This is an optimization exercise on Yosys and OpenROAD, whose aim is small area and a short achievable clock period, not a production implementation.
At most, simulation tests tie the RTL to the original design; equivalence was not proved.
No functional check of the RTL was part of runs 5 and 6.
Power is estimated from default activity; no workload was simulated.

File: config.mk
export PLATFORM = sky130hd
export DESIGN_NAME = fifo
export DESIGN_NICKNAME = fifo
export VERILOG_FILES = /design/flow/design.v
export SDC_FILE = /design/flow/constraint.sdc
export NUM_CORES = 4
export LEC_CHECK = 0
export CAP_MARGIN = 20
export CORE_MARGIN = 2
export CORE_UTILIZATION = 65
export CTS_CLUSTER_DIAMETER = 60
export CTS_CLUSTER_SIZE = 22
export PLACE_DENSITY = 0.75
export SETUP_SLACK_MARGIN = 1.4
export SLEW_MARGIN = 20
export SYNTH_HIERARCHICAL = 1
File: constraint.sdc
create_clock -name core_clock -period 3.0 [get_ports {clk}]
set_input_delay 0.6000 -clock core_clock [delete_from_list [all_inputs] [get_ports {clk}]]
set_output_delay 0.6000 -clock core_clock [all_outputs]
set_load 0.01 [all_outputs]
File: design.v
`timescale 1ns / 1ps
module fifo(clk, rst, buf_in, buf_out, wr_en, rd_en, buf_empty, buf_full, fifo_counter);
input clk, rst, wr_en, rd_en;
input [7:0] buf_in;
output [7:0] buf_out;
output buf_full, buf_empty;
output [6:0] fifo_counter;
reg [7:0] buf_out;
reg [6:0] fifo_counter;   
reg buf_full;             
reg buf_empty;            
reg full_r;               
reg empty_r;              
reg [511:0] store;
reg [23:0] sel_lo;        
reg [7:0] sel_hi;         
wire wr = wr_en & ~full_r;
wire rd = rd_en & ~empty_r;
wire rd_last = rd_en & sel_lo[1] & sel_hi[0];
wire at63 = sel_lo[7] & sel_hi[7];
wire rd_go = rd & ~rst;
wire rd_hold = ~rd & ~rst;
wire [7:0] sel_rd = sel_hi & {8{rd_go}};
wire [7:0] out_nx;
genvar b, j, q;
generate
  for (b = 0; b < 8; b = b + 1) begin : g_bit
    wire [7:0] grp;
    for (j = 0; j < 8; j = j + 1) begin : g_grp
      wire [7:0] d;
      for (q = 0; q < 8; q = q + 1) begin : g_ent
        assign d[q] = store[8*((8*j + q + 63) % 64) + b];
      end
      fifo_sel8 u_lo (.s(sel_lo[8*(b/3) +: 8]), .d(d), .y(grp[j]));
    end
    fifo_sel8h u_hi (.s(sel_rd), .d(grp), .h(rd_hold), .q(buf_out[b]), .y(out_nx[b]));
  end
endgenerate
always @(posedge clk)
  if (wr)
    store <= {store[503:0], buf_in};
wire [2:0] up, dn, keep;      
wire up_f, dn_f, keep_f;      
wire up_hi, dn_hi, keep_hi;   
genvar k;
generate
  for (k = 0; k < 3; k = k + 1) begin : g_ctl
    fifo_ctl u_k (.w(wr_en), .r(rd_en), .rst(rst), .full(full_r), .empty(empty_r),
                  .up(up[k]), .dn(dn[k]), .keep(keep[k]));
  end
endgenerate
fifo_ctl u_ctl_f (.w(wr_en), .r(rd_en), .rst(rst), .full(full_r), .empty(empty_r),
                  .up(up_f), .dn(dn_f), .keep(keep_f));
fifo_ctl_hi u_ctl_h (.w(wr_en), .r(rd_en), .rst(rst), .full(full_r), .empty(empty_r),
                     .eu(sel_lo[7]), .ed(sel_lo[0]), .up(up_hi), .dn(dn_hi), .keep(keep_hi));
wire [23:0] lo_nx;
wire [7:0] hi_nx;
wire full_nx, full_out_nx, cnt6_nx, empty_nx, empty_out_nx;
generate
  for (q = 0; q < 8; q = q + 1) begin : g_ring
    if (q == 0) begin : g_first
      fifo_upd_set u_h (.r(rst), .i(up_hi), .d(dn_hi), .h(keep_hi), .a(sel_hi[7]),
                        .b(sel_hi[1]), .c(sel_hi[0]), .y(hi_nx[0]));
    end else begin : g_rest
      fifo_upd u_h (.i(up_hi), .d(dn_hi), .h(keep_hi), .a(sel_hi[q-1]), .b(sel_hi[(q+1)%8]),
                    .c(sel_hi[q]), .y(hi_nx[q]));
    end
  end
  for (q = 0; q < 24; q = q + 1) begin : g_lo
    if (q % 8 == 0) begin : g_first
      fifo_upd_set u_l (.r(rst), .i(up[q/8]), .d(dn[q/8]), .h(keep[q/8]), .a(sel_lo[q+7]),
                        .b(sel_lo[q+1]), .c(sel_lo[q]), .y(lo_nx[q]));
    end else begin : g_rest
      fifo_upd u_l (.i(up[q/8]), .d(dn[q/8]), .h(keep[q/8]), .a(sel_lo[q-1]),
                    .b(sel_lo[q-q%8+(q+1)%8]), .c(sel_lo[q]), .y(lo_nx[q]));
    end
  end
endgenerate
fifo_upd2 u_full (.i(up_f), .h(keep_f), .a(at63), .c(full_r), .y(full_nx));
fifo_upd2 u_fo (.i(up_f), .h(keep_f), .a(at63), .c(full_r), .y(full_out_nx));
fifo_upd2 u_c6 (.i(up_f), .h(keep_f), .a(at63), .c(full_r), .y(cnt6_nx));
fifo_eupd u_e (.rst(rst), .wr(wr), .last(rd_last), .e(empty_r), .y(empty_nx));
fifo_eupd u_eo (.rst(rst), .wr(wr), .last(rd_last), .e(empty_r), .y(empty_out_nx));
wire [7:0] s3 = sel_lo[23:16];
wire [2:0] lo_up = {s3[3] | s3[4] | s3[5] | s3[6], s3[1] | s3[2] | s3[5] | s3[6],
                    s3[0] | s3[2] | s3[4] | s3[6]};
wire [2:0] lo_dn = {s3[5] | s3[6] | s3[7] | s3[0], s3[3] | s3[4] | s3[7] | s3[0],
                    s3[0] | s3[2] | s3[4] | s3[6]};
wire [2:0] hi_up = {sel_hi[3] | sel_hi[4] | sel_hi[5] | sel_hi[6],
                    sel_hi[1] | sel_hi[2] | sel_hi[5] | sel_hi[6],
                    sel_hi[0] | sel_hi[2] | sel_hi[4] | sel_hi[6]};
wire [2:0] hi_dn = {sel_hi[5] | sel_hi[6] | sel_hi[7] | sel_hi[0],
                    sel_hi[3] | sel_hi[4] | sel_hi[7] | sel_hi[0],
                    sel_hi[0] | sel_hi[2] | sel_hi[4] | sel_hi[6]};
wire [6:0] cnt_nx;
assign cnt_nx[6] = cnt6_nx;
generate
  for (q = 0; q < 3; q = q + 1) begin : g_cnt
    fifo_upd u_lo (.i(up[2]), .d(dn[2]), .h(keep[2]), .a(lo_up[q]), .b(lo_dn[q]),
                   .c(fifo_counter[q]), .y(cnt_nx[q]));
    fifo_upd u_hi (.i(up_hi), .d(dn_hi), .h(keep_hi), .a(hi_up[q]), .b(hi_dn[q]),
                   .c(fifo_counter[3 + q]), .y(cnt_nx[3 + q]));
  end
endgenerate
always @(posedge clk) begin
  fifo_counter <= cnt_nx;
  full_r <= full_nx;
  buf_full <= full_out_nx;
  empty_r <= empty_nx;
  buf_empty <= empty_out_nx;
  sel_lo <= lo_nx;
  sel_hi <= hi_nx;
  buf_out <= out_nx;
end
endmodule
module fifo_sel8(s, d, y);
input [7:0] s, d;
output y;
assign y = |(s & d);
endmodule
module fifo_sel8h(s, d, h, q, y);
input [7:0] s, d;
input h, q;
output y;
assign y = |(s & d) | (h & q);
endmodule
module fifo_ctl(w, r, rst, full, empty, up, dn, keep);
input w, r, rst, full, empty;
output up, dn, keep;
wire wa = w & ~full;
wire ra = r & ~empty;
assign up = ~rst & wa & ~ra;
assign dn = ~rst & ra & ~wa;
assign keep = ~rst & ~(wa ^ ra);
endmodule
module fifo_ctl_hi(w, r, rst, full, empty, eu, ed, up, dn, keep);
input w, r, rst, full, empty, eu, ed;
output up, dn, keep;
wire wa = w & ~full;
wire ra = r & ~empty;
assign up = ~rst & wa & ~ra & eu;
assign dn = ~rst & ra & ~wa & ed;
assign keep = ~rst & ~(wa & ~ra & eu) & ~(ra & ~wa & ed);
endmodule
module fifo_upd(i, d, h, a, b, c, y);
input i, d, h, a, b, c;
output y;
assign y = (i & a) | (d & b) | (h & c);
endmodule
module fifo_upd2(i, h, a, c, y);
input i, h, a, c;
output y;
assign y = (i & a) | (h & c);
endmodule
module fifo_upd_set(r, i, d, h, a, b, c, y);
input r, i, d, h, a, b, c;
output y;
assign y = r | (i & a) | (d & b) | (h & c);
endmodule
module fifo_eupd(rst, wr, last, e, y);
input rst, wr, last, e;
output y;
assign y = rst | (~wr & (e | last));
endmodule
File: standard.sh
#!/bin/bash
# synth_recipe.tcl (not shown) runs the flow's synth.tcl, then flattens the netlist and writes it again
# the make line also repeats each setting of config.mk as NAME=value (left out here)
make -C /OpenROAD-flow-scripts/flow DESIGN_CONFIG=/design/flow/config.mk WORK_HOME=/design/flow/orfs CLKGATE_MAP_FILE= SYNTH_SCRIPT=/design/flow/synth_recipe.tcl "${@:-finish}"
File: flow/run.sh
#!/bin/bash
# The standard ORFS layout with three changes: clock tree synthesis
# inserts no dummy loads; the port buffers are plain buf cells (buffer_ports
# would otherwise pick a slow delay cell); and the resizer may swap cells
# across footprints (MATCH_CELL_FOOTPRINT=0).
# The make output goes to standard.log; ORFS keeps each step's log under orfs/logs.
set -euo pipefail
export CTS_ARGS="-sink_clustering_enable -repair_clock_nets -sink_clustering_size 22 -sink_clustering_max_diameter 60 -dont_use_dummy_load"
export BUFFER_PORTS_ARGS="-buffer_cell sky130_fd_sc_hd__buf_2"
bash standard.sh MATCH_CELL_FOOTPRINT=0 finish > standard.log 2>&1
==> results of run 1 <==
[cell type report]
| type | instances | area [um2] | share of cell area [%] |
|---|---|---|---|
| well taps | 396 | 495 | 2.11 |
| clock buffers | 36 | 901 | 3.83 |
| inverters | 35 | 131 | 0.559 |
| flip-flops and latches | 563 | 16500 | 70.3 |
| repair buffers | 123 | 1470 | 6.27 |
| multi-input cells | 476 | 3980 | 16.9 |
[layout by cell type, fill, tap and decap left out, drive strengths merged, types with 4 or more instances in the layout]
cell      n
nand3     8
xnor2     4
dfxtp    51
a21oi     6
nor2     15
edfxtp  512
or4       6
nand2    14
inv      35
a222oi   42
nand4    64
nand2b    6
buf     115
and3      9
a22o     11
a22oi   268
clkbuf   44
nor2b     5
a221oi    8
nor3      4
[power by group through the flow]
stage / logic, mW / registers [mW] / clock network, mW
6_report: 0.769 / 9.30 / 4.46
5_1_grt: 0.810 / 9.34 / 4.76
4_1_cts: 0.672 / 9.29 / 4.50
3_5_place_dp: 0.574 / 9.48 / 0
3_3_place_gp: 0.560 / 9.46 / 0
2_1_floorplan: 0.330 / 9.46 / 0
[how the worst max path moves through the flow]
stage | startpoint | to | slack [ns] | depth (start not counted)
floorplan | wr_en | store[0] | -5.72 | 1
global placement | wr_en | store[33] | 0.97 | 3
detailed placement | rd_en | sel_lo[22] | 0.93 | 6
CTS | fifo_counter[2] | fifo_counter[2] | 1.36 | 1
global route | sel_lo[2] | buf_out[0] | 1.25 | 6
finish | sel_lo[2] | buf_out[0] | 1.24 | 6
[flip-flops by register name, indices dropped and copies added, names as in the netlist, 7 cells and up]
name          count
store           512
buf_out           8
sel_hi            8
sel_lo           24
fifo_counter      7
[layer usage]
| layer | global-route usage (%) | wire (um) | up-vias |
|---|---|---|---|
| li1 | - | - | 4991 |
| met1 | 42.2 | 18500 | 6032 |
| met2 | 42.3 | 22300 | 866 |
| met3 | 5.67 | 5350 | 130 |
| met4 | 10.4 | 1680 | 2 |
| met5 | 0 | 11 | - |
[what timing repair did]
action,4_1_cts,5_1_grt
hold buffers,0,0
endpoints found under the setup margin,521,229
resized for setup,125,100
pin swaps,17,64
cloned,3,6
buffers inserted,41,15
==> impl_metrics.json, run 1 <==
{
  "status": "no timing/DRC/antenna violations",
  "vias": 12000,
  "hold_start": "buf_in[0]",
  "drv_slew": 0,
  "dp_hpwl_mm": 24.9,
  "fin_tns_setup_ns": 0,
  "crit_path_cell_trace": "buf_12, a22oi_2, nand4_1, a22o_1, a221oi_2, nand3_1",
  "clkLatencyLatePin_ns": 0.54,
  "hold_path_depth": 1,
  "numPortBuffers": 28,
  "die_w_um": 180,
  "setup_viol": 0,
  "synth_nets": 1086,
  "p_comb_share_pct": 5.3,
  "critPathBufInv": 1,
  "grt_pass1_vias": 11500,
  "clock_sinks": 563,
  "grt_max_degree": 87,
  "drt_pre_antenna_iters": 6,
  "hold_end": "store[0]",
  "power.switching_mw": 3.08,
  "dp.cells": 1528,
  "power_per_cell_area_nw_per_um2": 618,
  "area_growth_pct": 17.0,
  "yosys_warnings": 7,
  "cp_slowest_stage_delay_ns": 0.39,
  "holdWs_ns": 0.234,
  "worstPathArrival_ns": 2.14,
  "critPathCaptureType": "flip-flop",
  "numCtsBuffers": 36,
  "synth.avg_cell_area_um2": 18.7,
  "seq_power_share_pct": 64.0,
  "max-cap-violations": 0,
  "hold_path.class": "input pin to flip-flop",
  "overflow": 0,
  "ios": 29,
  "diodes": 0,
  "critPathTopFamily": "compound AO/OA/AOI/OAI gates",
  "worstSetupPathType": "flip-flop to flip-flop",
  "worst_pin_slew_ns": 0.609,
  "p_int_mw": 11.4,
  "hold_viol_final": 0,
  "crit_path_top_delay_cell": "dfxtp_4",
  "fp.coreArea_um2": 30500,
  "die_y_um": 180,
  "grt_pass1_wl_mm": 69.6,
  "start_util_pct": 65.9,
  "placed_area_um2": 21100,
  "rsz0062_at_grt": "yes",
  "clkPwrFrac_pct": 30.7,
  "via_per_inst": 7.38,
  "n_fill_cell": 1554,
  "drtIter0Drc": 1812,
  "r2r_slack_ns": 1.24,
  "reg2reg_to": "buf_out[0]",
  "drive_above_1_share_pct": 24.5,
  "relSlewSlack_pct": 59.4,
  "grt_use_total_pct": 28.3,
  "rr_worst_depth": 6,
  "place_congestion": 0.809,
  "cts_tree": "built",
  "finalWorstSetupSlack_ns": 1.24,
  "p_leak_nw": 8.00,
  "clk_pin_slew_ns": 0.08,
  "p_total_mw": 14.5,
  "antenna_found_initial": 1,
  "die_area_um2": 32300,
  "root_buffer": "clkbuf_16",
  "layout.nets": 1247,
  "max_freq_mhz": 568,
  "instances_no_fill": 1629,
  "wl_per_cell_um": 29.4,
  "netSwitchingFraction_pct": 21.2,
  "r2r-start": "sel_lo[2]",
  "finalClockSkew_ns": 0.0487,
  "drc_errors": 0,
  "required_ns": 3.37,
  "critPathMaxFanout": 7,
  "period_minus_slack_ns": 1.76,
  "rows": 64,
  "ir_drop_mv": 0.557,
  "period_share_pct": 58.7,
  "antenna_left": 0,
  "syn-instance-count": 1074,
  "cts_buffer_depth": 3,
  "fin_util_pct": 77.0,
  "pre_cts_ws_ns": 0.930,
  "syn-cell-area_um2": 20100,
  "start_kind": "flip-flop",
  "routed_wl_mm": 47.9,
  "fin_area_um2": 23500,
  "cts_max_level": 2
}
==> run 2, diff against run 1 <==
--- a/config.mk
+++ b/config.mk
@@ -7,10 +7,9 @@
 export LEC_CHECK = 0
 export CAP_MARGIN = 20
 export CORE_MARGIN = 2
-export CORE_UTILIZATION = 65
+export CORE_UTILIZATION = 58
 export CTS_CLUSTER_DIAMETER = 60
 export CTS_CLUSTER_SIZE = 22
-export PLACE_DENSITY = 0.75
 export SETUP_SLACK_MARGIN = 1.4
 export SLEW_MARGIN = 20
 export SYNTH_HIERARCHICAL = 1
==> impl_metrics.json, run 2 <==
{
  "final_cell_mix": "512 x edfxtp_1, 243 x a22oi_1, 64 x nand4_1",
  "die_area_um2": 36100,
  "hold_start": "buf_in[4]",
  "grt_pass1_vias": 10800,
  "reg_top3": "store x512, sel_lo x24",
  "gr-usage-met1_pct": 38.5,
  "clkLatencyLatePin_ns": 0.55,
  "top_usage_layer": "met1",
  "vias": 11400,
  "die_y_um": 190,
  "grt_pass1_wl_mm": 66.4,
  "regMostFlops": "store",
  "rows": 68,
  "syn-instance-count": 1074,
  "setup_viol": 0,
  "p_leak_nw": 7.88,
  "worstSetupPathType": "flip-flop to output pin",
  "synth_nets": 1086,
  "numPortBuffers": 28,
  "hold_end": "store[4]",
  "wl_per_cell_um": 27.8,
  "worst_pin_slew_ns": 0.666,
  "finalClockSkew_ns": 0.0315,
  "rr_worst_depth": 6,
  "worstPathArrival_ns": 1.03,
  "via_per_inst": 6.84,
  "use_met3_pct": 4.17,
  "drt_pre_antenna_iters": 6,
  "syn-cell-area_um2": 20100,
  "reg2reg_to": "buf_out[3]",
  "dp_hpwl_mm": 24.2,
  "clock_sinks": 563,
  "use_met2_pct": 36.1,
  "routed_wl_mm": 46.5,
  "area_growth_pct": 15.6,
  "r2r-start": "sel_lo[8]",
  "finalWorstSetupSlack_ns": 1.37,
  "drtIter0Drc": 1502,
  "rsz0062_at_grt": "yes",
  "critPathTopFamily": "flip-flops",
  "final_common_cell": "edfxtp_1",
  "diodes": 0,
  "cp_slowest_stage_delay_ns": 0.37,
  "required_ns": 2.40,
  "critPathMaxFanout": 2,
  "p_total_mw": 14.6,
  "synth.avg_cell_area_um2": 18.7,
  "overflow": 0,
  "hold_path.class": "input pin to flip-flop",
  "drc_errors": 0,
  "cts_max_level": 2,
  "clk_pin_slew_ns": 0.08,
  "instances_no_fill": 1670,
  "drive_above_1_share_pct": 20.1,
  "power_per_cell_area_nw_per_um2": 627,
  "grt_max_degree": 74,
  "max-cap-violations": 0,
  "crit_path_cell_trace": "buf_6",
  "place_congestion": 0.773,
  "die_w_um": 190,
  "fp.coreArea_um2": 34300,
  "cts_buffer_depth": 3,
  "start_kind": "flip-flop",
  "period_share_pct": 54.4,
  "start_util_pct": 58.6,
  "critPathCaptureType": "output pin",
  "largest_reg_flops": 512,
  "cts_tree": "built",
  "antenna_left": 0,
  "drv_slew": 0,
  "numCtsBuffers": 37,
  "grt_use_total_pct": 24.6,
  "ir_drop_mv": 0.550,
  "fin_tns_setup_ns": 0,
  "crit_path_top_delay_cell": "dfxtp_4",
  "fin_util_pct": 67.7,
  "r2r_slack_ns": 1.43,
  "pre_cts_ws_ns": 0.869,
  "hold_viol_final": 0,
  "period_minus_slack_ns": 1.63,
  "hold_path_depth": 1,
  "critPathBufInv": 1,
  "ios": 29,
  "relSlewSlack_pct": 55.3,
  "antenna_found_initial": 0,
  "dp.cells": 1595,
  "root_buffer": "clkbuf_16",
  "status": "no timing/DRC/antenna violations",
  "yosys_warnings": 7,
  "layout.nets": 1229,
  "max_freq_mhz": 613
}
[run 2: worst max path at each step]
stage | from | to | slack (ns) | depth (start not counted)
final | fifo_counter[0] | fifo_counter[0] | 1.37 | 1
after global routing | buf_out[6] | buf_out[6] | 1.35 | 1
after CTS | buf_out[6] | buf_out[6] | 1.35 | 1
after detailed placement | wr_en | store[215] | 0.87 | 4
after global placement | wr_en | store[199] | 0.89 | 4
after floorplan | wr_en | store[0] | -5.72 | 1
[run 2: routing by layer]
metal  up-vias  share of wire (%)
li1       4963                  -
met2       582                 45
met5         -                  0
met4         0                2.3
met1      5810                 43
met3        75                9.4
[run 2: report_power, final]
part	internal [mW]	leakage [nW]	switching, mW
Clock	2.19	0.456	2.35
Sequential	9.02	5.45	0.267
Combinational	0.277	1.97	0.446
Total	11.5	7.88	3.06
[run 2: area by class of cell]
class	instances	area (um2)
tap	455	569
timing repair buffer	104	1320
inverter	35	131
multi-input combinational	476	3780
sequential	563	16500
clock buffer	37	926
fill	2220	11100
[run 2: timing repair]
| action | in CTS | in global routing |
|---|---|---|
| cloned | 0 | 6 |
| hold buffers | 0 | 0 |
| pin swaps | 6 | 28 |
| buffers inserted | 14 | 18 |
| endpoints found under the setup margin | 523 | 62 |
| resized for setup | 81 | 79 |
[run 2: metrics by stage]
stage | hold WS (ns) | instance area (um2)
global route | 0.205 | 23200
detailed placement | 0.433 | 21300
floorplan | 0.427 | 20100
global placement | 0.428 | 21300
finish | 0.223 | 23200
CTS | 0.205 | 22600
==> run 3, diff against run 2 <==
--- a/config.mk
+++ b/config.mk
@@ -7,7 +7,7 @@
 export LEC_CHECK = 0
 export CAP_MARGIN = 20
 export CORE_MARGIN = 2
-export CORE_UTILIZATION = 58
+export CORE_UTILIZATION = 65
 export CTS_CLUSTER_DIAMETER = 60
 export CTS_CLUSTER_SIZE = 22
 export SETUP_SLACK_MARGIN = 1.4
==> impl_metrics.json, run 3 <==
{
  "required_ns": 3.39,
  "final_common_cell": "edfxtp_1",
  "instances_no_fill": 1604,
  "final_cell_mix": "512 x edfxtp_1, 256 x a22oi_1, 64 x nand4_1",
  "drv_slew": 0,
  "overflow": 0,
  "critPathMaxFanout": 15,
  "seq_power_share_pct": 64.4,
  "synth.avg_cell_area_um2": 18.7,
  "period_share_pct": 53.8,
  "worstPathArrival_ns": 2.00,
  "dp_hpwl_mm": 24.1,
  "max_freq_mhz": 619,
  "p_leak_nw": 7.79,
  "fp.coreArea_um2": 30500,
  "routed_wl_mm": 43.4,
  "wl_per_cell_um": 27.0,
  "fin_util_pct": 74.7,
  "clkPwrFrac_pct": 31.1,
  "root_buffer": "clkbuf_16",
  "grt_max_degree": 110,
  "hold_viol_final": 0,
  "hold_path.class": "input pin to flip-flop",
  "drt_pre_antenna_iters": 8,
  "synth_nets": 1086,
  "rr_worst_depth": 6,
  "holdWs_ns": 0.234,
  "via_per_inst": 7.13,
  "start_kind": "flip-flop",
  "worstSetupPathType": "flip-flop to flip-flop",
  "hold_end": "store[5]",
  "regMostFlops": "store",
  "r2r-start": "sel_lo[2]",
  "dp.cells": 1533,
  "die_w_um": 180,
  "pre_cts_ws_ns": 0.857,
  "drive_above_1_share_pct": 18.0,
  "start_util_pct": 65.9,
  "status": "no timing/DRC/antenna violations",
  "period_minus_slack_ns": 1.62,
  "clk_pin_slew_ns": 0.08,
  "hold_start": "buf_in[5]",
  "critPathCaptureType": "flip-flop",
  "grt_use_total_pct": 26.4,
  "fin_tns_setup_ns": 0,
  "syn-instance-count": 1074,
  "cts_buffer_depth": 3,
  "die_area_um2": 32300,
  "p_int_mw": 11.4,
  "yosys_warnings": 7,
  "hold_path_depth": 1,
  "diodes": 0,
  "drc_errors": 0,
  "layout.nets": 1222,
  "reg_top3": "store x512, sel_lo x24",
  "drtIter0Drc": 1831,
  "worst_pin_slew_ns": 0.563,
  "r2r_slack_ns": 1.38,
  "max-cap-violations": 0,
  "area_growth_pct": 13.5,
  "finalClockSkew_ns": 0.0303,
  "die_y_um": 180,
  "p_comb_share_pct": 4.6,
  "grt_pass1_vias": 11000,
  "fin_area_um2": 22800,
  "rsz0062_at_grt": "yes",
  "reg2reg_to": "buf_out[2]",
  "setup_viol": 0,
  "p_total_mw": 14.4,
  "ir_drop_mv": 0.539,
  "antenna_left": 0,
  "numPortBuffers": 28,
  "finalWorstSetupSlack_ns": 1.38,
  "power.switching_mw": 2.98,
  "clkLatencyLatePin_ns": 0.54,
  "relSlewSlack_pct": 62.3,
  "placed_area_um2": 21100,
  "antenna_found_initial": 0,
  "largest_reg_flops": 512,
  "ios": 29,
  "power_per_cell_area_nw_per_um2": 633,
  "netSwitchingFraction_pct": 20.6,
  "cts_max_level": 2,
  "grt_pass1_wl_mm": 65.4,
  "place_congestion": 0.788,
  "cts_tree": "built",
  "clock_sinks": 563,
  "numCtsBuffers": 37,
  "rows": 64,
  "vias": 11400,
  "syn-cell-area_um2": 20100
}
==> run 3: how the worst max path moves through the flow <==
stage	start	slack [ns]	end
after floorplan	wr_en	-5.72	store[0]
after global placement	wr_en	0.88	store[154]
after detailed placement	wr_en	0.86	store[162]
after CTS	buf_out[6]	1.38	buf_out[6]
after global routing	sel_lo[4]	1.36	buf_out[2]
final	sel_lo[2]	1.38	buf_out[2]
==> run 3: layout make-up <==
type                            count  area [um2]
Fill cell                        1749        7710
Multi-Input combinational cell    476        3700
Sequential cell                   563       16500
Tap cell                          396         495
Clock buffer                       37         926
Timing Repair Buffer               97        1060
Inverter                           35         131
==> run 3: repair_timing <==
action | CTS | global route
pin swaps | 8 | 16
resized for setup | 76 | 48
cloned | 3 | 0
endpoints found under the setup margin | 563 | 387
setup buffers | 15 | 16
hold buffers | 0 | 0
==> run 3: critical path, stage by stage (launching register included) <==
cell	delay (ns)
dfxtp_1	0.32
buf_4	0.21
a22oi_1	0.21
nand4_1	0.20
a22o_1	0.28
a221oi_2	0.17
nand3_1	0.09
==> run 3: power by group through the flow <==
stage / Combinational, mW / Sequential, mW / Clock [mW]
2_1_floorplan: 0.330 / 9.46 / 0
3_3_place_gp: 0.584 / 9.45 / 0
3_5_place_dp: 0.593 / 9.46 / 0
4_1_cts: 0.630 / 9.28 / 4.58
5_1_grt: 0.709 / 9.33 / 4.83
6_report: 0.658 / 9.28 / 4.48
==> run 3: metal layers <==
layer	vias up	wire, um	GRT usage [%]
li1	4936	-	-
met1	5863	18700	40.8
met2	568	20100	39.4
met3	68	3590	5.02
met4	0	974	7.32
met5	-	0	0
==> run 4, diff against run 3 <==
--- a/flow/run.sh
+++ b/flow/run.sh
@@ -5,6 +5,6 @@
 # across footprints (MATCH_CELL_FOOTPRINT=0).
 # The make output goes to standard.log; ORFS keeps each step's log under orfs/logs.
 set -euo pipefail
-export CTS_ARGS="-sink_clustering_enable -repair_clock_nets -sink_clustering_size 22 -sink_clustering_max_diameter 60 -dont_use_dummy_load"
+export CTS_ARGS="-sink_clustering_enable -repair_clock_nets -sink_clustering_size 18 -sink_clustering_max_diameter 50 -dont_use_dummy_load"
 export BUFFER_PORTS_ARGS="-buffer_cell sky130_fd_sc_hd__buf_2"
 bash standard.sh MATCH_CELL_FOOTPRINT=0 finish > standard.log 2>&1
==> impl_metrics.json, run 4 <==
{
  "critPathCaptureType": "flip-flop",
  "grt_use_total_pct": 26.3,
  "wl_per_cell_um": 27.1,
  "hold_path.class": "input pin to flip-flop",
  "setup_viol": 0,
  "netSwitchingFraction_pct": 20.6,
  "layout.nets": 1228,
  "ir_drop_mv": 0.505,
  "vias": 11400,
  "hold_viol_final": 0,
  "placed_area_um2": 21100,
  "clkLatencyLatePin_ns": 0.55,
  "area_growth_pct": 14.5,
  "critPathBufInv": 1,
  "period_minus_slack_ns": 1.63,
  "p_leak_nw": 7.87,
  "crit_path_cell_trace": "buf_6, a22oi_1, nand4_1, a22o_1, a221oi_2, nand3_1",
  "cts_buffer_depth": 3,
  "cts_tree": "built",
  "drc_errors": 0,
  "max-cap-violations": 0,
  "seq_power_share_pct": 62.3,
  "reg_top3": "store x512, sel_lo x24",
  "worstPathArrival_ns": 2.03,
  "finalClockSkew_ns": 0.0297,
  "cts_max_level": 2,
  "root_buffer": "clkbuf_16",
  "rows": 64,
  "multi_input_area_um2": 3720,
  "fin_tns_setup_ns": 0,
  "numCtsBuffers": 44,
  "critPathTopFamily": "compound AO/OA/AOI/OAI gates",
  "ios": 29,
  "required_ns": 3.40,
  "drive_above_1_share_pct": 18.9,
  "p_comb_share_pct": 4.5,
  "drt_pre_antenna_iters": 8,
  "die_area_um2": 32300,
  "fp.coreArea_um2": 30500,
  "start_util_pct": 65.9,
  "via_per_inst": 7.06,
  "postCtsHoldBufs": 0,
  "syn-cell-area_um2": 20100,
  "largest_reg_flops": 512,
  "regMostFlops": "store",
  "syn-instance-count": 1074,
  "holdWs_ns": 0.221,
  "rsz0062_at_grt": "yes",
  "cp_slowest_stage_delay_ns": 0.34,
  "worstSetupPathType": "flip-flop to flip-flop",
  "place_congestion": 0.788,
  "worst_pin_slew_ns": 0.603,
  "finalWorstSetupSlack_ns": 1.37,
  "grt_pass1_vias": 11000,
  "overflow": 0,
  "antenna_found_initial": 0,
  "clkPwrFrac_pct": 33.3,
  "fin_util_pct": 75.4,
  "yosys_warnings": 7,
  "dp_hpwl_mm": 24.1,
  "drtIter0Drc": 1759,
  "fin_area_um2": 23000,
  "instances_no_fill": 1610,
  "power_per_cell_area_nw_per_um2": 648,
  "routed_wl_mm": 43.6,
  "pre_cts_ws_ns": 0.857,
  "start_kind": "flip-flop",
  "p_total_mw": 14.9,
  "max_freq_mhz": 614,
  "synth_nets": 1086,
  "relSlewSlack_pct": 59.8,
  "grt_pass1_wl_mm": 65.1,
  "clk_pin_slew_ns": 0.07,
  "final_cell_mix": "512 x edfxtp_1, 253 x a22oi_1, 64 x nand4_1",
  "n_fill_cell": 1707,
  "dp.cells": 1533,
  "numPortBuffers": 28,
  "status": "no timing/DRC/antenna violations",
  "clock_sinks": 563,
  "antenna_left": 0,
  "diodes": 0,
  "crit_path_top_delay_cell": "dfxtp_1",
  "synth.avg_cell_area_um2": 18.7,
  "drv_slew": 0,
  "seq_area_um2": 16500,
  "power.switching_mw": 3.07,
  "p_int_mw": 11.9,
  "period_share_pct": 54.3,
  "grt_max_degree": 110,
  "critPathMaxFanout": 15,
  "die_w_um": 180,
  "die_y_um": 180,
  "final_common_cell": "edfxtp_1"
}
-- run 4: area by class of cell --
| type | instances | area share, % |
|---|---|---|
| Clock buffer | 44 | 4.79 |
| Inverter | 35 | 0.571 |
| Multi-Input combinational cell | 476 | 16.2 |
| Sequential cell | 563 | 71.7 |
| Tap cell | 396 | 2.15 |
| Timing Repair Buffer | 96 | 4.62 |
-- run 4: metal layers --
metal | vias up | global-route usage, % | part of all wire (%)
met2 | 624 | 39.2 | 46
li1 | 4942 | - | -
met4 | 0 | 7.06 | 2.1
met5 | - | 0 | 0
met3 | 80 | 5.57 | 9.3
met1 | 5726 | 40.4 | 42
-- run 4: final timing paths --
| kind | slack (ns) | start | endpoint | cells after the start |
|---|---|---|---|---|
| setup reg to reg | 1.37 | sel_lo[2] | buf_out[2] | 6 |
| setup / recovery | 1.37 | sel_lo[2] | buf_out[2] | 6 |
| hold reg to reg | 0.44 | store[7] | store[15] | 0 |
| hold / removal | 0.22 | buf_in[5] | store[5] | 1 |
-- run 4: power by group through the flow --
stage                     registers, mW  clock network (mW)  logic, mW
after floorplan                    9.46                   0      0.330
after global placement             9.45                   0      0.584
after detailed placement           9.46                   0      0.593
after CTS                          9.29                5.06      0.627
after global routing               9.33                5.34      0.714
final                              9.29                4.96      0.666
-- run 4: timing repair --
item	4_1_cts	5_1_grt
gates cloned	3	0
resized for setup	79	56
pin swaps	7	22
buffers inserted	6	24
endpoints found under the setup margin	566	373
==> run 5, diff against run 4 <==
--- a/design.v
+++ b/design.v
@@ -122,7 +122,27 @@
 input [7:0] s, d;
 input h, q;
 output y;
-assign y = |(s & d) | (h & q);
+wire [3:0] n;
+fifo_aoi22 u_0 (.a(s[0]), .b(d[0]), .c(s[1]), .d(d[1]), .y(n[0]));
+fifo_aoi22 u_1 (.a(s[2]), .b(d[2]), .c(s[3]), .d(d[3]), .y(n[1]));
+fifo_aoi22 u_2 (.a(s[4]), .b(d[4]), .c(s[5]), .d(d[5]), .y(n[2]));
+fifo_aoi222 u_3 (.a(s[6]), .b(d[6]), .c(s[7]), .d(d[7]), .e(h), .f(q), .y(n[3]));
+fifo_nand4 u_n (.a(n[0]), .b(n[1]), .c(n[2]), .d(n[3]), .y(y));
+endmodule
+module fifo_aoi22(a, b, c, d, y);
+input a, b, c, d;
+output y;
+assign y = ~((a & b) | (c & d));
+endmodule
+module fifo_aoi222(a, b, c, d, e, f, y);
+input a, b, c, d, e, f;
+output y;
+assign y = ~((a & b) | (c & d) | (e & f));
+endmodule
+module fifo_nand4(a, b, c, d, y);
+input a, b, c, d;
+output y;
+assign y = ~(a & b & c & d);
 endmodule
 module fifo_ctl(w, r, rst, full, empty, up, dn, keep);
 input w, r, rst, full, empty;
--- a/flow/run.sh
+++ b/flow/run.sh
@@ -5,6 +5,6 @@
 # across footprints (MATCH_CELL_FOOTPRINT=0).
 # The make output goes to standard.log; ORFS keeps each step's log under orfs/logs.
 set -euo pipefail
-export CTS_ARGS="-sink_clustering_enable -repair_clock_nets -sink_clustering_size 18 -sink_clustering_max_diameter 50 -dont_use_dummy_load"
+export CTS_ARGS="-sink_clustering_enable -repair_clock_nets -sink_clustering_size 22 -sink_clustering_max_diameter 60 -dont_use_dummy_load"
 export BUFFER_PORTS_ARGS="-buffer_cell sky130_fd_sc_hd__buf_2"
 bash standard.sh MATCH_CELL_FOOTPRINT=0 finish > standard.log 2>&1
==> impl_metrics.json, run 5 <==
{
  "period_share_pct": 54.5,
  "cts_max_level": 2,
  "area_growth_pct": 16.3,
  "hold_start": "buf_in[5]",
  "instances_no_fill": 1630,
  "routed_wl_mm": 46.3,
  "numCtsBuffers": 37,
  "syn-cell-area_um2": 20200,
  "cp_slowest_stage_delay_ns": 0.40,
  "root_buffer": "clkbuf_16",
  "p_leak_nw": 7.99,
  "drtIter0Drc": 1999,
  "period_minus_slack_ns": 1.64,
  "worstSetupPathType": "flip-flop to flip-flop",
  "drt_pre_antenna_iters": 8,
  "vias": 11600,
  "hold_end": "store[5]",
  "rows": 64,
  "finalClockSkew_ns": 0.0352,
  "place_congestion": 0.775,
  "crit_path_top_delay_cell": "dfxtp_4",
  "start_kind": "flip-flop",
  "largest_reg_flops": 512,
  "wl_per_cell_um": 28.4,
  "via_per_inst": 7.13,
  "die_area_um2": 32400,
  "hold_viol_final": 0,
  "rsz0062_at_grt": "yes",
  "status": "no timing/DRC/antenna violations",
  "layout.nets": 1248,
  "ios": 29,
  "drc_errors": 0,
  "cts_buffer_depth": 3,
  "dp.cells": 1529,
  "critPathCaptureType": "flip-flop",
  "die_y_um": 180,
  "synth_nets": 1086,
  "clkLatencyLatePin_ns": 0.54,
  "r2r-start": "sel_lo[15]",
  "grt_pass1_wl_mm": 67.9,
  "die_w_um": 180,
  "start_util_pct": 65.9,
  "yosys_warnings": 7,
  "ir_drop_mv": 0.577,
  "p_total_mw": 14.6,
  "drv_slew": 0,
  "antenna_found_initial": 0,
  "power_per_cell_area_nw_per_um2": 622,
  "overflow": 0,
  "grt_use_total_pct": 27.5,
  "synth.avg_cell_area_um2": 18.8,
  "diodes": 0,
  "worstPathArrival_ns": 2.02,
  "reg2reg_to": "buf_out[4]",
  "numPortBuffers": 28,
  "cts_tree": "built",
  "clk_pin_slew_ns": 0.08,
  "grt_max_degree": 37,
  "worst_pin_slew_ns": 0.594,
  "clock_sinks": 563,
  "postCtsHoldBufs": 0,
  "cpMostUsedCell": "nand4_1",
  "critPathMaxFanout": 5,
  "antenna_left": 0,
  "regMostFlops": "store",
  "hold_path_depth": 1,
  "final_common_cell": "edfxtp_1",
  "syn-instance-count": 1074,
  "r2r_slack_ns": 1.36,
  "rr_worst_depth": 5,
  "drive_above_1_share_pct": 22.4,
  "fp.coreArea_um2": 30600,
  "dp_hpwl_mm": 24.8,
  "max-cap-violations": 0,
  "max_freq_mhz": 611,
  "hold_path.class": "input pin to flip-flop",
  "required_ns": 3.38,
  "crit_path_cell_trace": "buf_12, a22oi_1, nand4_1, a222oi_1, nand4_1",
  "final_cell_mix": "512 x edfxtp_1, 238 x a22oi_1, 72 x nand4_1",
  "reg_top3": "store x512, sel_lo x24",
  "grt_pass1_vias": 11000,
  "setup_viol": 0,
  "relSlewSlack_pct": 60.4
}
[run 5: worst max path at each step]
stage,startpoint,endpoint
floorplan,wr_en,store[0]
global placement,wr_en,store[84]
detailed placement,wr_en,store[436]
CTS,buf_out[6],buf_out[6]
global route,sel_lo[11],buf_out[4]
finish,sel_lo[15],buf_out[4]
[run 5: critical path: cells and delay by family, from the launching register on]
family                 cells  cell delay, ns
DFF                        1            0.40
AOI/OAI and AO/OA          2            0.49
buffers and inverters      1            0.14
and+or+nand+nor            2            0.45
[run 5: layout make-up]
type / instances / area (um2)
tap: 396 / 495
clock buffer: 37 / 926
multi-input combinational: 476 / 3810
fill: 1672 / 7160
inverter: 35 / 131
timing repair buffer: 123 / 1550
sequential: 563 / 16500
[run 5: through the flow]
step | area [um2] | hold slack [ns] | setup slack [ns] | TNS, ns | utilization, %
after CTS | 22900 | 0.220 | 1.37 | 0 | 74.8
after global placement | 21200 | 0.428 | 0.899 | 0 | 69.2
after detailed placement | 21200 | 0.434 | 0.834 | 0 | 69.2
after floorplan | 20200 | 0.427 | -5.72 | -2938.95 | -
after global routing | 23400 | 0.228 | 1.31 | 0 | 76.6
final | 23400 | 0.240 | 1.36 | 0 | 76.6
[run 5: power breakdown]
group / total (mW) / switching (mW) / internal, mW
Sequential: 9.30 / 0.279 / 9.02
Clock: 4.52 / 2.33 / 2.19
Combinational: 0.763 / 0.470 / 0.293
Total: 14.6 / 3.08 / 11.5
[run 5: timing repair]
| action | CTS | global route |
|---|---|---|
| pin swaps | 7 | 32 |
| setup buffers | 22 | 29 |
| resized for setup | 120 | 45 |
| setup endpoints to repair | 518 | 302 |
| gates cloned | 9 | 4 |
[run 5: metal layers]
metal | track usage, % | vias to the layer above | wire length (um)
met5 | 0.593 | - | 0
met4 | 7.00 | 0 | 1170
met3 | 5.32 | 82 | 4500
met2 | 41.7 | 659 | 21600
met1 | 42.0 | 5888 | 19100
li1 | - | 4992 | -
==> run 6, diff against run 5 <==
--- a/design.v
+++ b/design.v
@@ -12,7 +12,7 @@
 reg full_r;               
 reg empty_r;              
 reg [511:0] store;
-reg [23:0] sel_lo;        
+reg [15:0] sel_lo;        
 reg [7:0] sel_hi;         
 wire wr = wr_en & ~full_r;
 wire rd = rd_en & ~empty_r;
@@ -31,7 +31,7 @@
       for (q = 0; q < 8; q = q + 1) begin : g_ent
         assign d[q] = store[8*((8*j + q + 63) % 64) + b];
       end
-      fifo_sel8 u_lo (.s(sel_lo[8*(b/3) +: 8]), .d(d), .y(grp[j]));
+      fifo_sel8 u_lo (.s(sel_lo[8*(b/4) +: 8]), .d(d), .y(grp[j]));
     end
     fifo_sel8h u_hi (.s(sel_rd), .d(grp), .h(rd_hold), .q(buf_out[b]), .y(out_nx[b]));
   end
@@ -39,12 +39,12 @@
 always @(posedge clk)
   if (wr)
     store <= {store[503:0], buf_in};
-wire [2:0] up, dn, keep;      
+wire [1:0] up, dn, keep;      
 wire up_f, dn_f, keep_f;      
 wire up_hi, dn_hi, keep_hi;   
 genvar k;
 generate
-  for (k = 0; k < 3; k = k + 1) begin : g_ctl
+  for (k = 0; k < 2; k = k + 1) begin : g_ctl
     fifo_ctl u_k (.w(wr_en), .r(rd_en), .rst(rst), .full(full_r), .empty(empty_r),
                   .up(up[k]), .dn(dn[k]), .keep(keep[k]));
   end
@@ -53,7 +53,7 @@
                   .up(up_f), .dn(dn_f), .keep(keep_f));
 fifo_ctl_hi u_ctl_h (.w(wr_en), .r(rd_en), .rst(rst), .full(full_r), .empty(empty_r),
                      .eu(sel_lo[7]), .ed(sel_lo[0]), .up(up_hi), .dn(dn_hi), .keep(keep_hi));
-wire [23:0] lo_nx;
+wire [15:0] lo_nx;
 wire [7:0] hi_nx;
 wire full_nx, full_out_nx, cnt6_nx, empty_nx, empty_out_nx;
 generate
@@ -66,7 +66,7 @@
                     .c(sel_hi[q]), .y(hi_nx[q]));
     end
   end
-  for (q = 0; q < 24; q = q + 1) begin : g_lo
+  for (q = 0; q < 16; q = q + 1) begin : g_lo
     if (q % 8 == 0) begin : g_first
       fifo_upd_set u_l (.r(rst), .i(up[q/8]), .d(dn[q/8]), .h(keep[q/8]), .a(sel_lo[q+7]),
                         .b(sel_lo[q+1]), .c(sel_lo[q]), .y(lo_nx[q]));
@@ -81,7 +81,7 @@
 fifo_upd2 u_c6 (.i(up_f), .h(keep_f), .a(at63), .c(full_r), .y(cnt6_nx));
 fifo_eupd u_e (.rst(rst), .wr(wr), .last(rd_last), .e(empty_r), .y(empty_nx));
 fifo_eupd u_eo (.rst(rst), .wr(wr), .last(rd_last), .e(empty_r), .y(empty_out_nx));
-wire [7:0] s3 = sel_lo[23:16];
+wire [7:0] s3 = sel_lo[15:8];
 wire [2:0] lo_up = {s3[3] | s3[4] | s3[5] | s3[6], s3[1] | s3[2] | s3[5] | s3[6],
                     s3[0] | s3[2] | s3[4] | s3[6]};
 wire [2:0] lo_dn = {s3[5] | s3[6] | s3[7] | s3[0], s3[3] | s3[4] | s3[7] | s3[0],
@@ -96,7 +96,7 @@
 assign cnt_nx[6] = cnt6_nx;
 generate
   for (q = 0; q < 3; q = q + 1) begin : g_cnt
-    fifo_upd u_lo (.i(up[2]), .d(dn[2]), .h(keep[2]), .a(lo_up[q]), .b(lo_dn[q]),
+    fifo_upd u_lo (.i(up[1]), .d(dn[1]), .h(keep[1]), .a(lo_up[q]), .b(lo_dn[q]),
                    .c(fifo_counter[q]), .y(cnt_nx[q]));
     fifo_upd u_hi (.i(up_hi), .d(dn_hi), .h(keep_hi), .a(hi_up[q]), .b(hi_dn[q]),
                    .c(fifo_counter[3 + q]), .y(cnt_nx[3 + q]));
@@ -122,27 +122,7 @@
 input [7:0] s, d;
 input h, q;
 output y;
-wire [3:0] n;
-fifo_aoi22 u_0 (.a(s[0]), .b(d[0]), .c(s[1]), .d(d[1]), .y(n[0]));
-fifo_aoi22 u_1 (.a(s[2]), .b(d[2]), .c(s[3]), .d(d[3]), .y(n[1]));
-fifo_aoi22 u_2 (.a(s[4]), .b(d[4]), .c(s[5]), .d(d[5]), .y(n[2]));
-fifo_aoi222 u_3 (.a(s[6]), .b(d[6]), .c(s[7]), .d(d[7]), .e(h), .f(q), .y(n[3]));
-fifo_nand4 u_n (.a(n[0]), .b(n[1]), .c(n[2]), .d(n[3]), .y(y));
-endmodule
-module fifo_aoi22(a, b, c, d, y);
-input a, b, c, d;
-output y;
-assign y = ~((a & b) | (c & d));
-endmodule
-module fifo_aoi222(a, b, c, d, e, f, y);
-input a, b, c, d, e, f;
-output y;
-assign y = ~((a & b) | (c & d) | (e & f));
-endmodule
-module fifo_nand4(a, b, c, d, y);
-input a, b, c, d;
-output y;
-assign y = ~(a & b & c & d);
+assign y = |(s & d) | (h & q);
 endmodule
 module fifo_ctl(w, r, rst, full, empty, up, dn, keep);
 input w, r, rst, full, empty;
==> impl_metrics.json, run 6 <==
{
  "fin_area_um2": 23000,
  "die_w_um": 178,
  "diodes": 0,
  "synth.avg_cell_area_um2": 19.0,
  "p_leak_nw": 7.76,
  "cts_buffer_depth": 3,
  "start_kind": "flip-flop",
  "cp_slowest_stage_delay_ns": 0.40,
  "worstPathArrival_ns": 2.04,
  "cts_max_level": 2,
  "hold_end": "store[1]",
  "rows": 63,
  "start_util_pct": 66.4,
  "crit_path_cell_trace": "buf_12, a22oi_2, nand4_1, a222oi_1, nand3_1",
  "antenna_left": 0,
  "period_share_pct": 55.1,
  "numPortBuffers": 28,
  "final_common_cell": "edfxtp_1",
  "required_ns": 3.39,
  "finalWorstSetupSlack_ns": 1.35,
  "dp.cells": 1494,
  "hold_start": "buf_in[1]",
  "max-cap-violations": 0,
  "placed_area_um2": 20900,
  "yosys_warnings": 7,
  "ios": 29,
  "instances_no_fill": 1581,
  "n_fill_cell": 1639,
  "holdWs_ns": 0.237,
  "hold_viol_final": 0,
  "dp_hpwl_mm": 23.3,
  "drv_slew": 0,
  "via_per_inst": 7.34,
  "critPathMaxFanout": 6,
  "grt_pass1_vias": 11100,
  "regMostFlops": "store",
  "place_congestion": 0.789,
  "largest_reg_flops": 512,
  "root_buffer": "clkbuf_16",
  "routed_wl_mm": 47.0,
  "cts_tree": "built",
  "hold_path_depth": 1,
  "vias": 11600,
  "clkLatencyLatePin_ns": 0.53,
  "drive_above_1_share_pct": 21.8,
  "final_cell_mix": "512 x edfxtp_1, 224 x a22oi_1, 64 x nand4_1",
  "r2r-start": "sel_lo[0]",
  "syn-cell-area_um2": 19800,
  "syn-instance-count": 1042,
  "reg2reg_to": "buf_out[1]",
  "clk_pin_slew_ns": 0.08,
  "clock_sinks": 555,
  "grt_max_degree": 49,
  "max_freq_mhz": 605,
  "wl_per_cell_um": 29.7,
  "relSlewSlack_pct": 52.7,
  "layout.nets": 1205,
  "r2r_slack_ns": 1.35,
  "synth_nets": 1054,
  "grt_use_total_pct": 28.7,
  "period_minus_slack_ns": 1.65,
  "worstSetupPathType": "flip-flop to flip-flop",
  "overflow": 0,
  "setup_viol": 0,
  "reg_top3": "store x512, sel_lo x16",
  "antenna_found_initial": 0,
  "pre_cts_ws_ns": 0.720,
  "critPathCaptureType": "flip-flop",
  "postCtsHoldBufs": 0,
  "fin_tns_setup_ns": 0,
  "rr_worst_depth": 5,
  "crit_path_top_delay_cell": "a222oi_1",
  "drt_pre_antenna_iters": 9,
  "drc_errors": 0,
  "power_per_cell_area_nw_per_um2": 621,
  "ir_drop_mv": 0.604,
  "area_growth_pct": 16.3,
  "die_y_um": 178,
  "numCtsBuffers": 35,
  "die_area_um2": 31800,
  "finalClockSkew_ns": 0.0349,
  "fp.coreArea_um2": 29800,
  "hold_path.class": "input pin to flip-flop",
  "grt_pass1_wl_mm": 67.4,
  "status": "no timing/DRC/antenna violations",
  "rsz0062_at_grt": "yes",
  "drtIter0Drc": 1998,
  "worst_pin_slew_ns": 0.705
}
## run 6: cell count changes in the layout (fill, tap and decap cells not counted), sizes merged, moves of 2 or more
cell,delta
a22oi,-17
a221oi,+8
a22o,+8
dfxtp,-8
nand3,+8
nand4,-8
a222oi,-7
inv,-7
buf,-6
clkbuf,-5
nand2,-2
nor2,-2
## run 6: area by class of cell
| class | count | area [um2] | share of cell area [%] |
|---|---|---|---|
| multi-input combinational | 459 | 3750 | 16.3 |
| clock buffer | 35 | 876 | 3.81 |
| sequential | 555 | 16300 | 70.9 |
| inverter | 28 | 105 | 0.457 |
| tap | 390 | 488 | 2.12 |
| timing repair buffer | 114 | 1460 | 6.34 |
## run 6: worst max-delay path by stage
stage	from	endpoint	slack [ns]	cells after the start
2_1_floorplan	wr_en	store[0]	-5.72	1
3_3_place_gp	rst	buf_out[0]	0.67	4
3_5_place_dp	rst	buf_out[2]	0.72	6
4_1_cts	buf_out[1]	buf_out[1]	1.37	1
5_1_grt	sel_lo[0]	buf_out[1]	1.32	5
6_report	sel_lo[0]	buf_out[1]	1.35	5
## run 6: repair_timing
| item | CTS | global route |
|---|---|---|
| setup buffers | 28 | 12 |
| setup endpoints to repair | 468 | 55 |
| cloned | 9 | 3 |
| resized for setup | 84 | 70 |
| pin swaps | 8 | 51 |
## run 6: critical path, delay by kind of cell, from the launching register on
family / cells / cell delay (ns)
compound gates: 2 / 0.60
flops: 1 / 0.39
simple gates: 2 / 0.38
buf+inv: 1 / 0.16
## run 6: where the power goes
part / switching [mW] / internal (mW) / total [mW]
clock network: 2.29 / 2.08 / 4.36
registers: 0.264 / 8.91 / 9.18
logic: 0.455 / 0.288 / 0.742
total: 3.00 / 11.3 / 14.3
## run 6: routing by layer
metal / vias to the layer above / global-route usage, % / share of wire (%)
li1: 4838 / - / -
met1: 5891 / 45.3 / 42
met2: 786 / 40.9 / 44
met3: 85 / 6.48 / 12
met4: 0 / 8.37 / 2.6
met5: - / 0 / 0
## run 6: metrics by stage
stage | total power, mW | utilization (%)
2_1_floorplan | 9.66 | -
4_1_cts | 14.3 | 75.4
3_3_place_gp | 9.90 | 70.0
3_5_place_dp | 9.92 | 70.0
5_1_grt | 14.7 | 77.2
6_report | 14.3 | 77.2

-- port drivers added, routing unchanged --
The flow's constraints put no driver on any port. The routed layouts listed below were extracted and timed again, unchanged, in two steps.
Step 1 assumes that a clkbuf_16 drives the clock port and a buf_2 every other input.
Step 2, shift: input delay + t, output delay - t, t = (earliest + latest rising clock arrival at the registers) / 2. This alone moves slack from input paths to output paths.
Three values: ideal ports, drivers, drivers and shift; two values: the first two.
run | t, ns | setup WS [ns] | hold slack, ns
run 1 | 0.572 | 1.238 / 1.238 / 0.911 | 0.234 / 0.204 / 0.417
run 2 | 0.583 | 1.369 / 1.315 / 1.011 | 0.223 / 0.192 / 0.430
run 3 | 0.575 | 1.385 / 1.347 / 0.908 | 0.234 / 0.204 / 0.425
run 4 | 0.587 | 1.370 / 1.325 / 0.957 | 0.221 / 0.191 / 0.436
run 5 | 0.575 | 1.364 / 1.329 / 0.873 | 0.240 / 0.206 / 0.420
run 6 | 0.571 | 1.348 / 1.329 / 0.890 | 0.237 / 0.201 / 0.428
After both steps every run listed still meets setup and hold. For run 5, which loses most, drivers alone change the setup slack by -0.035 ns; drivers and shift together by -0.491 ns.
